From an optimization exercise on the open Yosys and OpenROAD flow, aimed at small area; shortcuts taken in it are not production practice. The RTL was checked by simulation tests, not by an equivalence proof against the original design.

==> inputs of 07-12 <==
// lab3
module lab3
(
    input       CLOCK_50,
    input       rst_n,
    input       IRDA_RXD,
    output      LCD_RS,
    output      LCD_RW,
    output      LCD_EN,
    output      [7:0]LCD_DATA,    
    output      LCD_ON,
    output      LCD_BLON,
    output      [7:0]LEDG,
    output      [6:0]HEX0,
    output      [6:0]HEX1,
    output      [6:0]HEX2,
    output      [6:0]HEX3,
    output      [6:0]HEX4,
    output      [6:0]HEX5,
    output      [6:0]HEX6,
    output      [6:0]HEX7,
    output      [3:0]KEY
);
clock: 20.0 ns
lec_check: 0
cap_margin: 20
core_margin: 2
core_utilization: 40
cts_buf_list: sky130_fd_sc_hd__clkbuf_8
slew_margin: 20
standard.sh (not shown) runs the stock make flow with config.mk's settings and CLKGATE_MAP_FILE= SYNTH_SCRIPT=/design/flow/synth_recipe.tcl, a recipe that flattens the netlist after the stock synthesis.
==> flow/flow/run.sh <==
#!/bin/bash
# Own layout flow: the standard flow (standard.sh), with two changes to
# synthesis and one to placement:
#  - synthesis skips ORFS's full/half-adder extraction (ADDER_MAP_FILE empty)
#    and maps with an area-oriented ABC script (flow/abc_area.script, used
#    through a copy of ORFS's scripts folder that differs only in that file);
#  - port buffers use sky130_fd_sc_hd__buf_1.
# Every other step is standard.sh unchanged. Each step's output goes to its
# own log file in the work folder.
set -euo pipefail
W=$(pwd)
rm -rf "$W/scripts_area"
cp -rp "$FLOW_HOME/scripts" "$W/scripts_area"
cp "$W/flow/abc_area.script" "$W/scripts_area/abc_area.script"
bash standard.sh SCRIPTS_DIR="$W/scripts_area" ABC_AREA=1 ADDER_MAP_FILE= synth > "$W/synth.log" 2>&1
bash standard.sh "BUFFER_PORTS_ARGS=-buffer_cell sky130_fd_sc_hd__buf_1" finish > "$W/layout.log" 2>&1
==> flow/flow/abc_area.script <==
strash
&get -n
&st
&deepsyn -T 60
&dch -f
&nf -R 1000 -p
&put
==> inputs of 11-23, as changes to 07-12 <==
--- a/flow/design.v
+++ b/flow/design.v
@@ -62,27 +62,27 @@
     input       clr,
     output      [5:0]o50_O,
     output      [4:0]o500_O
 );
 reg     [11:0]fine;
 reg     [3:0]dec;
 reg     [4:0]o500;
-wire    fine_end = (fine == 12'h206);    
+wire    fine_end = (fine == 12'h1fd);    
 wire    dec_end  = dec[3] & dec[0];         
 always @(posedge CLOCK_50 or negedge rst_n)begin
     if(!rst_n)begin
         fine <= 12'd0;
         dec  <= 4'd0;
         o500 <= 5'd0;
     end
     else begin
         if(clr || fine_end)
             fine <= 12'd0;
         else
-            fine <= {fine[10:0], ~(fine[11] ^ fine[5] ^ fine[3] ^ fine[0])};
+            fine <= {~fine[10:0], ~(fine[11] ^ fine[5] ^ fine[3] ^ fine[0])};
         if(clr)begin
             dec  <= 4'd0;
             o500 <= 5'd0;
         end
         else if(fine_end)begin
             dec  <= dec_end ? 4'd0 : dec + 4'd1;
             if(dec_end)
@@ -134,24 +134,26 @@
     .CLOCK_50(CLOCK_50),
     .rst_n(rst_n),
     .clr(neg | pos),
     .o50_O(op50),
     .o500_O(op500)
 );
 wire    [6:0]s50  = {1'b0, on50} - {1'b0, op50};
-wire    [5:0]s500 = {1'b0, on500} - {1'b0, op500};
 reg     r50, r500, p0, p1, p500;
 always @(*)begin
     case(s50)        
         7'd8, 7'd9, 7'd10, 7'd11, 7'd12, 7'd13, 7'd14,
         7'd114, 7'd115, 7'd116, 7'd117, 7'd118, 7'd119, 7'd120: r50 = 1'b1;
         default: r50 = 1'b0;
     endcase
-    case(s500)       
-        6'd17, 6'd18, 6'd19, 6'd45, 6'd46, 6'd47: r500 = 1'b1;
+    case({op500[3], op500[0], on500})
+        7'h17, 7'h18, 7'h19,             
+        7'h38, 7'h39, 7'h3a,             
+        7'h59, 7'h5a, 7'h5b,             
+        7'h7a, 7'h7b, 7'h7c: r500 = 1'b1;    
         default: r500 = 1'b0;
     endcase
     case(op50)
         6'd8, 6'd9, 6'd10, 6'd11, 6'd12, 6'd13, 6'd14: p0 = 1'b1;
         default: p0 = 1'b0;
     endcase
     case(op50)
@@ -202,21 +204,20 @@
     .vs0_O(vs0),
     .vs1_O(vs1)
 );
 reg     lead_flag;
 reg     [5:0]vaild_cnt;      
 reg     [31:0]data;          
 reg     [21:0]lead_cnt;
-reg     time_out;
+wire    time_out = (lead_cnt == 22'h227ecf);
 reg     end_sig;
 assign  data_O = data;
 assign  lead_flag_O = lead_flag;
 always @(posedge CLOCK_50)begin
-    lead_cnt <= lead_flag ? {lead_cnt[20:0], ~(lead_cnt[21] ^ lead_cnt[20])} : 22'd0;
-    time_out <= (lead_cnt == 22'h1341a8);
+    lead_cnt <= lead_flag ? {~lead_cnt[20:0], ~(lead_cnt[21] ^ lead_cnt[20])} : 22'd0;
     if(time_out || (vaild_cnt[5] & ~vaild_cnt[0]))    
         end_sig <= 1'b1;
     else if(vaild_cnt == 6'h00)
         end_sig <= 1'b0;
 end
 always @(posedge CLOCK_50 or negedge rst_n)begin
     if(!rst_n)begin
@@ -230,29 +231,28 @@
             lead_flag <= 1'b1;
         if(end_sig)
             vaild_cnt <= 6'd0;
         else if(lead_flag && (vs0 || vs1))
             vaild_cnt <= vaild_cnt + 6'd1;
     end
 end
+wire    [7:0]lo_sel = 8'd1 << vaild_cnt[2:0];
+wire    [3:0]hi_sel = {4{~vaild_cnt[5]}} & (4'd1 << vaild_cnt[4:3]);
+wire    [3:0]hi_set = {4{vs1}} & hi_sel;
 integer i;
 always @(posedge CLOCK_50 or negedge rst_n)begin
     if(!rst_n)begin
         data <= 32'd0;
     end
     else begin
         for(i = 0; i < 32; i = i + 1)begin
-            if(ldr)
-                data[i] <= 1'b0;
-            else if(vaild_cnt == i)begin
-                if(i < 8)
-                    data[i] <= vs1;
-                else if(vs1)
-                    data[i] <= 1'b1;
-            end
+            if(i < 8)
+                data[i] <= ~ldr & ((lo_sel[i] & hi_sel[0]) ? vs1 : data[i]);
+            else
+                data[i] <= ~ldr & (data[i] | (lo_sel[i % 8] & hi_set[i / 8]));
         end
     end
 end
 endmodule
 module LCM_controller
 (
     input       CLOCK_50,
@@ -362,21 +362,21 @@
         4'hf: hex = 8'h46;
         default: hex = {4'h3, nib};
     endcase
 end
 reg     [7:0]val;
 always @(*)begin
     if(!init_stage)begin
-        case(ms_cnt[3:0])
-            4'he:    val = 8'h38;    
-            4'h0:    val = 8'h08;    
-            4'h2:    val = 8'h01;    
-            4'h4:    val = 8'h06;    
-            default: val = 8'h30;    
-        endcase
+        val[7:6] = 2'b00;
+        val[5]   = ms_cnt[3] | ms_cnt[0];
+        val[4]   = ms_cnt[3] | ms_cnt[0];
+        val[3]   = ~(ms_cnt[3] ^ ms_cnt[2]) & ~(ms_cnt[2] ^ ms_cnt[1]) & ~ms_cnt[0];
+        val[2]   = ms_cnt[2] & ~ms_cnt[3];
+        val[1]   = ms_cnt[2] & ~ms_cnt[3];
+        val[0]   = ms_cnt[1] & ~ms_cnt[2] & ~ms_cnt[3];
     end
     else begin
         case(ms_cnt[5:1])
             5'd0:  val = 8'h0c;
             5'd1:  val = 8'h83;
             5'd2:  val = 8'h49;
             5'd3:  val = 8'h52;
==> flow/flow/run.sh (replaced) <==
#!/bin/bash
# Own layout flow: the standard flow (standard.sh) with these changes.
#  Synthesis: ORFS's full/half-adder extraction is skipped (ADDER_MAP_FILE
#  empty) and ABC maps with an area script. Eight area scripts (flow/abc_*.script: deepsyn with fixed seeds and step
#  limits) are tried, each in its own copy of ORFS's scripts folder that differs
#  only in abc_area.script and its own ORFS work folder; the run with the
#  smallest synthesised cell area becomes the layout's synthesis.
#  Placement: port buffers are sky130_fd_sc_hd__buf_1.
#  CTS: clkbuf_8 buffers (as config.mk), without dummy loads.
# Every step is otherwise standard.sh's. Each tool run logs to its own file
# in the work folder (synth_<x>.log, layout.log).
set -euo pipefail
W=$(pwd)
VARIANTS="s1 s2 s3 d1 s4 s5 s6 d2"
synth_variant() {
  local v=$1
  rm -rf "$W/scripts_$v" "$W/orfs_$v"
  cp -rp "$FLOW_HOME/scripts" "$W/scripts_$v"
  cp "$W/flow/abc_$v.script" "$W/scripts_$v/abc_area.script"
  sed "s#$W/orfs#$W/orfs_$v#g" "$W/standard.sh" > "$W/standard_$v.sh"
  bash "$W/standard_$v.sh" SCRIPTS_DIR="$W/scripts_$v" ABC_AREA=1 ADDER_MAP_FILE= synth > "$W/synth_$v.log" 2>&1 || true
}
# two batches of four, one CPU each
for v in s1 s2 s3 d1; do synth_variant $v & done
wait
for v in s4 s5 s6 d2; do synth_variant $v & done
wait
best=""
best_area=""
for v in $VARIANTS; do
  stat="$W/orfs_$v/reports/sky130hd/lab3/base/synth_stat.txt"
  [[ -f "$stat" && -f "$W/orfs_$v/results/sky130hd/lab3/base/1_synth.odb" ]] || continue
  a=$(grep "Chip area for module" "$stat" | tail -1 | awk '{print $NF}')
  echo "variant $v: synthesised area $a" >> "$W/synth_choice.log"
  if [[ -z "$best" ]] || awk -v a="$a" -v b="$best_area" 'BEGIN{exit !(a < b)}'; then
    best=$v; best_area=$a
  fi
done
echo "chosen: $best ($best_area)" >> "$W/synth_choice.log"
rm -rf "$W/orfs"
mv "$W/orfs_$best" "$W/orfs"
for v in $VARIANTS; do rm -rf "$W/orfs_$v" "$W/scripts_$v"; done
bash standard.sh "BUFFER_PORTS_ARGS=-buffer_cell sky130_fd_sc_hd__buf_1" \
  "CTS_ARGS=-sink_clustering_enable -repair_clock_nets -buf_list sky130_fd_sc_hd__clkbuf_8 -dont_use_dummy_load" \
  finish > "$W/layout.log" 2>&1
==> flow/flow/abc_d1.script (new file) <==
strash
&get -n
&st
&deepsyn -T 900 -J 300 -S 1
&dch -f
&nf -R 1000 -p
&put
==> flow/flow/abc_d2.script (new file) <==
strash
&get -n
&st
&deepsyn -T 900 -J 300 -S 2
&dch -f
&nf -R 1000 -p
&put
==> flow/flow/abc_s1.script (new file) <==
strash
&get -n
&st
&deepsyn -T 900 -J 300 -S 1
&put
dch -f
map -a
&get -n
&dch -f
&nf -R 1000 -p
&put
==> flow/flow/abc_s2.script (new file) <==
strash
&get -n
&st
&deepsyn -T 900 -J 300 -S 2
&put
dch -f
map -a
&get -n
&dch -f
&nf -R 1000 -p
&put
==> flow/flow/abc_s3.script (new file) <==
strash
&get -n
&st
&deepsyn -T 900 -J 300 -S 3
&put
dch -f
map -a
&get -n
&dch -f
&nf -R 1000 -p
&put
==> flow/flow/abc_s4.script (new file) <==
strash
&get -n
&st
&deepsyn -T 900 -J 300 -S 4
&put
dch -f
map -a
&get -n
&dch -f
&nf -R 1000 -p
&put
==> flow/flow/abc_s5.script (new file) <==
strash
&get -n
&st
&deepsyn -T 900 -J 300 -S 5
&put
dch -f
map -a
&get -n
&dch -f
&nf -R 1000 -p
&put
==> flow/flow/abc_s6.script (new file) <==
strash
&get -n
&st
&deepsyn -T 900 -J 300 -S 6
&put
dch -f
map -a
&get -n
&dch -f
&nf -R 1000 -p
&put
removed: flow/flow/abc_area.script
==> inputs of 05-07, as changes to 07-12 <==
--- a/flow/design.v
+++ b/flow/design.v
@@ -63,15 +63,15 @@
     output      [5:0]o50_O,
     output      [4:0]o500_O
 );
 reg     [11:0]fine;
 reg     [3:0]dec;
 reg     [4:0]o500;
 wire    fine_end = (fine == 12'h206);    
-wire    dec_end  = dec[3] & dec[0];         
+wire    dec_end  = (dec == 4'd9);
 always @(posedge CLOCK_50 or negedge rst_n)begin
     if(!rst_n)begin
         fine <= 12'd0;
         dec  <= 4'd0;
         o500 <= 5'd0;
     end
     else begin
@@ -209,15 +209,15 @@
 reg     time_out;
 reg     end_sig;
 assign  data_O = data;
 assign  lead_flag_O = lead_flag;
 always @(posedge CLOCK_50)begin
     lead_cnt <= lead_flag ? {lead_cnt[20:0], ~(lead_cnt[21] ^ lead_cnt[20])} : 22'd0;
     time_out <= (lead_cnt == 22'h1341a8);
-    if(time_out || (vaild_cnt[5] & ~vaild_cnt[0]))    
+    if(time_out || vaild_cnt == 6'h20)
         end_sig <= 1'b1;
     else if(vaild_cnt == 6'h00)
         end_sig <= 1'b0;
 end
 always @(posedge CLOCK_50 or negedge rst_n)begin
     if(!rst_n)begin
         lead_flag <= 1'b0;
@@ -264,23 +264,23 @@
     output reg  [7:0]LCD_DATA,
     output      LCD_ON,
     output      LCD_BLON,
     output      clear_sig_O
 );
 reg     init_stage;
 reg     [7:0]ms_cnt;
-reg     [15:0]covert_ns2ms;
-wire    ms_end = &{covert_ns2ms[15:14], covert_ns2ms[9:8], covert_ns2ms[6], covert_ns2ms[4]};
-wire    lo = (covert_ns2ms[15:5] == 11'd0);
+reg     [16:0]covert_ns2ms;
+wire    ms_end = (covert_ns2ms == 17'd50_000);
+wire    lo = (covert_ns2ms[16:5] == 12'd0);
 wire    [4:0]t = covert_ns2ms[4:0];
 wire    c01 = lo & (t[4:1] == 4'd0);         
 wire    c1 = c01 & t[0];
 always @(posedge CLOCK_50 or negedge rst_n)begin
     if(!rst_n)begin
-        covert_ns2ms <= 16'd0;
+        covert_ns2ms <= 17'd0;
         init_stage <= 1'b0;
         ms_cnt <= 8'd0;
     end
     else begin
         covert_ns2ms <= ms_end ? 17'd0 : covert_ns2ms + 17'd1;
         if(ms_end)
             ms_cnt <= ms_cnt + 8'd1;
==> flow/run.sh (new file) <==
#!/bin/bash
# synth_recipe.tcl (not shown) runs the flow's synth.tcl, then flattens the netlist and writes it again
# the make line also repeats each setting of config.mk as NAME=value (left out here)
make -C /OpenROAD-flow-scripts/flow DESIGN_CONFIG=/design/flow/config.mk WORK_HOME=/design/flow/orfs CLKGATE_MAP_FILE= SYNTH_SCRIPT=/design/flow/synth_recipe.tcl finish
- CTS_BUF_LIST: sky130_fd_sc_hd__clkbuf_8 -> not set
removed: flow/flow/run.sh
removed: flow/flow/abc_area.script
removed: flow/standard.sh
==> results.txt <==
* Status: finished clean
* Buffering overhead at 3.59%
* Critical path, cell by cell: clkbuf_4, buf_1
* Post-synthesis sequential area ratio at 47.1%
* Peak supply drop at 0.0431 mV
* WL final at 17500 µm
* TritonRoute pass-1 iters at 5
* Area grow syn2layout at 9.89%
* Met3 GRT Util at 3.50%
That was 11-23.
==> results.txt <==
* Status: finished clean
* Area grow syn2layout at 12.3%
* Buffering overhead at 3.41%
* WL final at 17900 µm
* H-tree depth at 4
* Peak supply drop at 0.0489 mV
* Critical path, cell by cell: clkbuf_4, buf_1
* Fill count at 1940
* Post-synthesis sequential area ratio at 45.9%
* Synth top area cells: dfrtp_1 (38%), dfxtp_1 (7.7%), a21oi_1 (5.5%)
* TritonRoute pass-1 iters at 5
That was 07-12.
==> results.txt <==
* Critical path, cell by cell: buf_4, clkdlybuf4s50_1
* Status: finished clean
* Met3 GRT Util at 3.24%
* Area grow syn2layout at 14.7%
* Peak supply drop at 0.0617 mV
* WL final at 22600 µm
* Post-synthesis sequential area ratio at 36.4%
* TritonRoute pass-1 iters at 6
That was 05-07.

[afterwards: timing with drivers on the ports]
In the flow no input, the clock included, has a driving cell. The finished layouts below were timed again as built, in two steps. Step 1 assumes that a clkbuf_16 drives the clock port and a buf_2 every other input. Step 2 moves the port delays by t, midway between the first and last clock arrival at a register: inputs arrive t later, outputs are due t later. That takes back most of the time a late clock gives input paths. a / b / c = ideal / step 1 / step 2; a / b = the first two.
run | t (ns) | setup WS [ns] | worst hold slack (ns) | worst setup path at the end | worst register clock-pin slew, ns
07-12 | 0.475 | 11.290 / 11.259 / 11.259 | 0.364 / 0.364 / 0.364 | input to output | 0.09 / 0.09
11-23 | 0.472 | 11.247 / 11.225 / 11.225 | 0.351 / 0.351 / 0.351 | input to output | 0.08 / 0.08
05-07 | 0.473 | 11.054 / 10.973 / 10.973 | 0.356 / 0.356 / 0.356 | input to output | 0.07 / 0.07
After both steps every run listed still meets setup and hold. For 05-07, which loses most, drivers alone change the setup slack by -0.081 ns; drivers and shift together by -0.081 ns.
